What follows belongs to an exercise in optimizing a design on an open flow for small area and a short achievable clock period; a production flow would make more cautious choices.
The RTL was checked by simulation tests, not by an equivalence proof against the original design.
Power is estimated from default activity; no workload was simulated.

pepper:
// dsp
module dsp (
A0, A1, B0, B1, C0, C1, D0, D1,
E0, E1, F0, F1, G0, G1, H0, H1,
from_previous, add_previous, clk, mode_0, mode_1, reset,
result0, result1
);
Settings: LEC_CHECK=0, CAP_MARGIN=20, CORE_MARGIN=2, CORE_UTILIZATION=65, CTS_BUF_LIST=sky130_fd_sc_hd__clkbuf_8, SETUP_SLACK_MARGIN=4.0, SLEW_MARGIN=20; clock period 8.5 ns.
standard.sh (not shown) runs the stock make flow with config.mk's settings and CLKGATE_MAP_FILE= SYNTH_SCRIPT=/design/flow/synth_recipe.tcl, a recipe that flattens the netlist after the stock synthesis.
==> flow/flow/run.sh <==
#!/bin/bash
# Standard layout with two changes:
# 1. One netlist step between synthesis and floorplan: flow/polarity.py
#    rebuilds full adders on complemented signals where that removes
#    inverters between them (a full adder is self-dual), and swaps xor2/xnor2
#    cells where that removes an inverter. Registers are untouched.
# 2. Every input and output port still gets a buffer, but a buf_1 instead of
#    the clkdlybuf4s50_1 that buffer_ports picks by default.
set -euo pipefail
R=orfs/results/${FLOW_PLATFORM}/dsp/base
bash standard.sh synth > synth.log 2>&1
cp $R/1_2_yosys.v yosys_std.v
python3 flow/polarity.py yosys_std.v polarity.v > polarity.log 2>&1
cp polarity.v $R/1_2_yosys.v
rm -f $R/1_synth.odb $R/1_synth.sdc
bash standard.sh "BUFFER_PORTS_ARGS=-buffer_cell sky130_fd_sc_hd__buf_1" finish > layout.log 2>&1
Other scripts of this flow, unchanged in this note and not shown: flow/flow/polarity.py
Changes in juniper relative to pepper:
- changing SETUP_SLACK_MARGIN from 4.0 to 4.2
## What came out
Summary of the comparison: worst setup margin is higher in juniper, relative to pepper.
Diff pepper -> juniper: maximum vdd ir drop now sits lower, wire length moved up.
Delta (juniper minus pepper): sequential share of layout area shows a reduction of 0.26 points; register-to-register slack +70 ps; final instance count without filler cells ~0 delta.
Diff pepper -> juniper: final instance area increased by 1.4% relative to the old numbers; portion of total power attributed to combinational logic shows an increase of 0.2 points; number of antenna violations at the first check in global routing increased by 10 relative to the old numbers.

---

the reference run:
dsp, a different RTL version from the one above (not shown whole).
Size in the first run: roughly 12000 cells after synthesis, ~630 I/O pins.
Settings: LEC_CHECK=0, CAP_MARGIN=20, CORE_MARGIN=2, CORE_UTILIZATION=40, SETUP_SLACK_MARGIN=4.0, SLEW_MARGIN=20; clock period 8.5 ns.
==> flow/flow/run.sh <==
#!/bin/bash
# Standard layout, with one netlist step between synthesis and floorplan:
# flow/polarity.py rebuilds full adders on complemented signals where that
# removes inverters between them (a full adder is self-dual), and swaps
# xor2/xnor2 cells where that removes an inverter. Registers are untouched.
set -euo pipefail
R=orfs/results/${FLOW_PLATFORM}/dsp/base
bash standard.sh synth > synth.log 2>&1
cp $R/1_2_yosys.v yosys_std.v
python3 flow/polarity.py yosys_std.v polarity.v > polarity.log 2>&1
cp polarity.v $R/1_2_yosys.v
rm -f $R/1_synth.odb $R/1_synth.sdc
bash standard.sh > layout.log 2>&1
Other scripts of this flow, unchanged in this note and not shown: flow/flow/polarity.py
What the trial run does differently from the reference run at the input level:
Settings: CORE_UTILIZATION changed from 40 to 65.
==> flow/flow/run.sh <==
#!/bin/bash
# Standard layout with two changes:
# 1. One netlist step between synthesis and floorplan: flow/polarity.py
#    rebuilds full adders on complemented signals where that removes
#    inverters between them (a full adder is self-dual), and swaps xor2/xnor2
#    cells where that removes an inverter. Registers are untouched.
# 2. Every input and output port still gets a buffer, but a buf_1 instead of
#    the clkdlybuf4s50_1 that buffer_ports picks by default.
set -euo pipefail
R=orfs/results/${FLOW_PLATFORM}/dsp/base
bash standard.sh synth > synth.log 2>&1
cp $R/1_2_yosys.v yosys_std.v
python3 flow/polarity.py yosys_std.v polarity.v > polarity.log 2>&1
cp polarity.v $R/1_2_yosys.v
rm -f $R/1_synth.odb $R/1_synth.sdc
bash standard.sh "BUFFER_PORTS_ARGS=-buffer_cell sky130_fd_sc_hd__buf_1" finish > layout.log 2>&1
Results
The trial run ran to completion and came out clean on the timing, DRC and antenna checks.
In the flow results for the trial run and the reference run, the clock-buffer cell count is larger on the reference run.
The trial run ended with less achievable clock frequency than the reference run.
The arrival time of data at the critical path endpoint reported for the trial run is greater than that of the reference run by 0.07 ns.
Re combinational power: the reference run was higher than the trial run.
Between the trial run and the reference run, the fraction of standard cell area that is sequential is higher for the trial run.

port drivers added, routing unchanged:
No port has a modelled driver above. Below, the same layouts with a new extraction and two added sets of constraints. Step 1 (the two cells are an assumption about what drives the block):
set clk [get_ports {clk}]
set_driving_cell -lib_cell sky130_fd_sc_hd__clkbuf_16 $clk
set_driving_cell -lib_cell sky130_fd_sc_hd__buf_2 [delete_from_list [all_inputs] $clk]
Step 2 times the ports against the registers' clock, not the clock port: input delays grow and output delays shrink by t, the midpoint of the rising clock arrivals with the driver on. Slacks: no drivers / after step 1 / after step 2; pairs: no drivers / after step 1.
run	t (ns)	setup slack, ns	hold WS [ns]
pepper	1.141	3.936 / 3.936 / 2.882	0.551 / 0.551 / 0.551
juniper	1.098	4.006 / 4.006 / 3.142	0.588 / 0.588 / 0.588
the reference run	0.961	3.950 / 3.950 / 3.081	0.634 / 0.634 / 0.634
the trial run	0.915	3.862 / 3.862 / 3.183	0.648 / 0.648 / 0.648
After both steps setup and hold are still met in every run listed. The setup slack of pepper, which loses most, moves by 0.000 ns with the drivers and by -1.054 ns with both steps.
